Background: an optimization exercise with open tools, aiming at small area, a short achievable clock period and few clock cycles. Do not read the settings as production practice.
RTL that was checked went through simulation tests only; none was proved equivalent to the original.
Power and IR drop assume default switching activity.

==> flow/design.v (excerpt) <==
module gift_shop_part1(
    input clk,
    input rst,
    input [31:0] data_in,
    input valid_in,
    output ready,
    output reg finished,
    output [63:0] result
);
Size: about 2500 cells after synthesis, ~100 I/O pins, ~0.027 mm^2 of cells after synthesis.
export LEC_CHECK = 0
export CAP_MARGIN = 20
export CORE_MARGIN = 2
export CORE_UTILIZATION = 40
export PLACE_DENSITY = 0.6
export SETUP_SLACK_MARGIN = 5
export SLEW_MARGIN = 20
create_clock -name core_clock -period 10.0 [get_ports {clk}]
run.sh (not shown) runs the stock make flow with config.mk's settings and CLKGATE_MAP_FILE= SYNTH_SCRIPT=/design/flow/synth_recipe.tcl, a recipe that flattens the netlist after the stock synthesis.
==> next run, changes <==
--- a/flow/design.v
+++ b/flow/design.v
@@ -124,17 +124,17 @@
     wire [53:0] ad_c = s2p3 ? {3'd0, scc, 17'd0} : {20'd0, scc};
     wire [53:0] base = (s2p1 || fresh) ? 54'd0 : acc;
     wire [53:0] a3s = base ^ ad_s ^ ad_c;
     wire [53:0] a3c = (base & ad_s) | (base & ad_c) | (ad_s & ad_c);
     wire [53:0] sum2;
     padd54 aadd(.a(a3s), .b({a3c[52:0], 1'b0}), .ci(1'b0), .y(sum2));
     wire load1 = s2;
     wire load2 = s2p1;
-    wire want3 = s2p2 || defer3;
+    wire want3 = s1p2 || defer3;
     wire load3 = want3 && !load1;
     always @(posedge clk) begin
         if (rst) begin
             wc <= 2'd0;
             sph <= 1'b0;
             s2 <= 1'b0;
             s1p1 <= 1'b0; s1p2 <= 1'b0; s1p3 <= 1'b0;
             s2p1 <= 1'b0; s2p2 <= 1'b0; s2p3 <= 1'b0;
Clock power is about the same.
Utilization is about the same.
Clock-buffer cell count came out lower by 1.
Synthesized area is unchanged.
Die area does not change.
Power hardly moves.
Cell area stays flat.
Critical path depth stays the same.
Synthesized cell count stays the same.
Flip-flop and latch count is unchanged.
Combinational power is about the same.
Testbench counts after the change, summed over its fixed seeds: cycles 6,976.
Function not checked in the first run of this note: the RTL went through the layout flow alone.


gift_shop_part1, a different RTL version from the one above (not shown whole).
For scale: about 2,200 cells after synthesis, about 100 I/O pins, roughly 0.026 mm^2 of cells after synthesis.
==> flow/config.mk <==
export PLATFORM = sky130hd
export DESIGN_NAME = gift_shop_part1
export DESIGN_NICKNAME = gift_shop_part1
export VERILOG_FILES = /design/flow/design.v
export SDC_FILE = /design/flow/constraint.sdc
export NUM_CORES = 4
export LEC_CHECK = 0
export CAP_MARGIN = 20
export CORE_MARGIN = 2
export CORE_UTILIZATION = 40
export CTS_BUF_LIST = sky130_fd_sc_hd__clkbuf_8 sky130_fd_sc_hd__clkbuf_16
export CTS_CLUSTER_DIAMETER = 80
export CTS_CLUSTER_SIZE = 20
export PLACE_DENSITY = 0.6
export SETUP_SLACK_MARGIN = 5
export SLEW_MARGIN = 20
==> flow/constraint.sdc <==
create_clock -name core_clock -period 10.0 [get_ports {clk}]
set_input_delay 2.0000 -clock core_clock [delete_from_list [all_inputs] [get_ports {clk}]]
set_output_delay 2.0000 -clock core_clock [all_outputs]
set_load 0.01 [all_outputs]
standard.sh (not shown) runs the stock make flow with config.mk's settings and CLKGATE_MAP_FILE= SYNTH_SCRIPT=/design/flow/synth_recipe.tcl, a recipe that flattens the netlist after the stock synthesis.
==> flow/flow/run.sh <==
#!/bin/bash
set -euo pipefail
R=orfs/results/sky130hd/gift_shop_part1/base
KNOBS=(BUFFER_PORTS_ARGS="-buffer_cell sky130_fd_sc_hd__buf_1" SETUP_SLACK_MARGIN=5.7)
bash standard.sh "${KNOBS[@]}" synth > standard_synth.log 2>&1
cp $R/1_2_yosys.v $R/1_2_yosys.orig.v
python3 flow/polar.py $R/1_2_yosys.orig.v $R/1_2_yosys.v > polar.log 2>&1
rm -f $R/1_synth.odb
bash standard.sh "${KNOBS[@]}" finish > standard_make.log 2>&1
Other scripts of this flow, unchanged in this note and not shown: flow/flow/polar.py
Testbench counts at the start, summed over its fixed seeds: cycles 6,976.
Change:
--- a/flow/design.v
+++ b/flow/design.v
@@ -133,40 +133,42 @@
     wire [53:0] ad_s = s2p3 ? {3'd0, scs, 17'd0} : {20'd0, scs};
     wire [53:0] ad_c = s2p3 ? {3'd0, scc, 17'd0} : {20'd0, scc};
     wire [53:0] base = (s2p1 || fresh) ? 54'd0 : acc;
     wire [53:0] a3s = base ^ ad_s ^ ad_c;
     wire [53:0] a3c = (base & ad_s) | (base & ad_c) | (ad_s & ad_c);
     wire [53:0] sum2;
     padd54 aadd(.a(a3s), .b({a3c[52:0], 1'b0}), .ci(1'b0), .y(sum2));
-    reg  r1;
-    wire load1 = s2 && !r1;
-    wire load2 = s2p1 && !r1;
+    wire load1 = s2;
+    wire load2 = s2p1;
     wire want3 = s1p2 || defer3;
-    wire load3 = want3 && !load1 && !r1;
-    wire accw  = (s2p2 || s2p3) && !finished && !r1;
+    wire load3 = want3 && !load1;
     always @(posedge clk) begin
         if (rst) begin
             wc <= 2'd0;
+            sph <= 1'b0;
+            s2 <= 1'b0;
+            s1p1 <= 1'b0; s1p2 <= 1'b0; s1p3 <= 1'b0;
+            s2p1 <= 1'b0; s2p2 <= 1'b0; s2p3 <= 1'b0;
+            defer3 <= 1'b0;
+            fresh <= 1'b1;
             finished <= 1'b0;
         end else begin
+            sph <= valid_in && wc == 2'd2;
+            s2 <= sph;
             if (valid_in) wc <= (wc == 2'd2) ? 2'd0 : wc + 2'd1;
-            if (s2p3 && rcnt == 6'd33 && !r1) finished <= 1'b1;
+            s1p1 <= load1;
+            s1p2 <= load2;
+            s1p3 <= load3;
+            s2p1 <= s1p1;
+            s2p2 <= s1p2;
+            s2p3 <= s1p3;
+            defer3 <= want3 && load1;
+            if ((s2p2 || s2p3) && !finished) fresh <= 1'b0;
+            if (s2p3 && rcnt == 6'd33) finished <= 1'b1;
         end
-        r1 <= rst;
-        sph <= valid_in && wc == 2'd2;
-        s2 <= sph && !r1;
-        s1p1 <= load1;
-        s1p2 <= load2;
-        s1p3 <= load3;
-        s2p1 <= s1p1 && !r1;
-        s2p2 <= s1p2 && !r1;
-        s2p3 <= s1p3 && !r1;
-        defer3 <= want3 && load1;
-        if (r1) fresh <= 1'b1;
-        else if (accw) fresh <= 1'b0;
         eph <= valid_in && wc == 2'd1;
         e2 <= eph;
         altp <= valid_in && (wc == 2'd1 ? alte : wc == 2'd2 ? alts : 1'b0);
         zp <= (ke == 3'd0) || (ndc > k2);
         if (fresh) rcnt <= 6'd0;
         else if (s2p3) rcnt <= rcnt + 6'd1;
         if (valid_in && wc == 2'd0) ra <= data_in;
@@ -195,15 +197,15 @@
         end
         ws <= ws_n;
         wcr <= wc_n;
         fr <= fx;
         z2 <= zp;
         if (e2) bq <= u_s[16:0];
         else if (eph) bq <= 17'h1ffff;
-        if (accw) acc <= sum2;
+        if ((s2p2 || s2p3) && !finished) acc <= sum2;
         scs <= ms[33:0];
         scc <= mc[33:0];
     end
 endmodule
 module tree_w(input [17:0] v0, input [6:0] v1, input [9:0] v2, input [13:0] v3, input [16:0] v4, output [17:0] ws, output [17:0] wc);
   wire tw_s0 = v4[0] ^ v3[0];
   wire tw_c0 = v4[0] & v3[0];
Worst setup slack got worse by 0.10 ns.
Power fell by 3.4%.
Non-clock buffer count fell by 8.
Final cell count rose by 0.44%.
Count of clock-buffer cells in the layout fell by 2.
Fmax fell by 2.3%.
Via count hardly moves.
Final area rose by 0.43%.
Hold slack got worse by 0.0059 ns.
Flip-flop and latch count fell by 1.
Only the layout flow was run in the second run of this note; the RTL was not checked for function there.

[port drivers added, routing unchanged]
No port has a modelled driver above. Below, the same layouts with a new extraction and two added sets of constraints. Step 1 assumes that a clkbuf_16 drives the clock port and a buf_2 every other input. Step 2 adds t to the input delays and takes it off the output delays; t is the mean of the earliest and latest rising clock arrival at the registers after step 1. Input paths then give back, and output paths get back, about the clock's delay inside the block. a / b / c = no drivers / after step 1 / after step 2; a / b = the first two.
run	t, ns	setup WS [ns]	hold slack, ns	worst setup path after step 2
the first run of note 1	0.619	5.068 / 5.047 / 4.829	0.338 / 0.338 / 0.338	input to register
the second run of note 1	0.618	5.082 / 5.061 / 4.867	0.343 / 0.343 / 0.343	input to register
the first run of note 2	0.607	5.731 / 5.706 / 5.567	0.345 / 0.345 / 0.345	input to register
the second run of note 2	0.611	5.629 / 5.588 / 5.588	0.339 / 0.339 / 0.339	input to output
After both steps setup and hold are still met in every run listed. For the first run of note 1, which loses most, drivers alone change the setup slack by -0.021 ns; drivers and shift together by -0.239 ns.
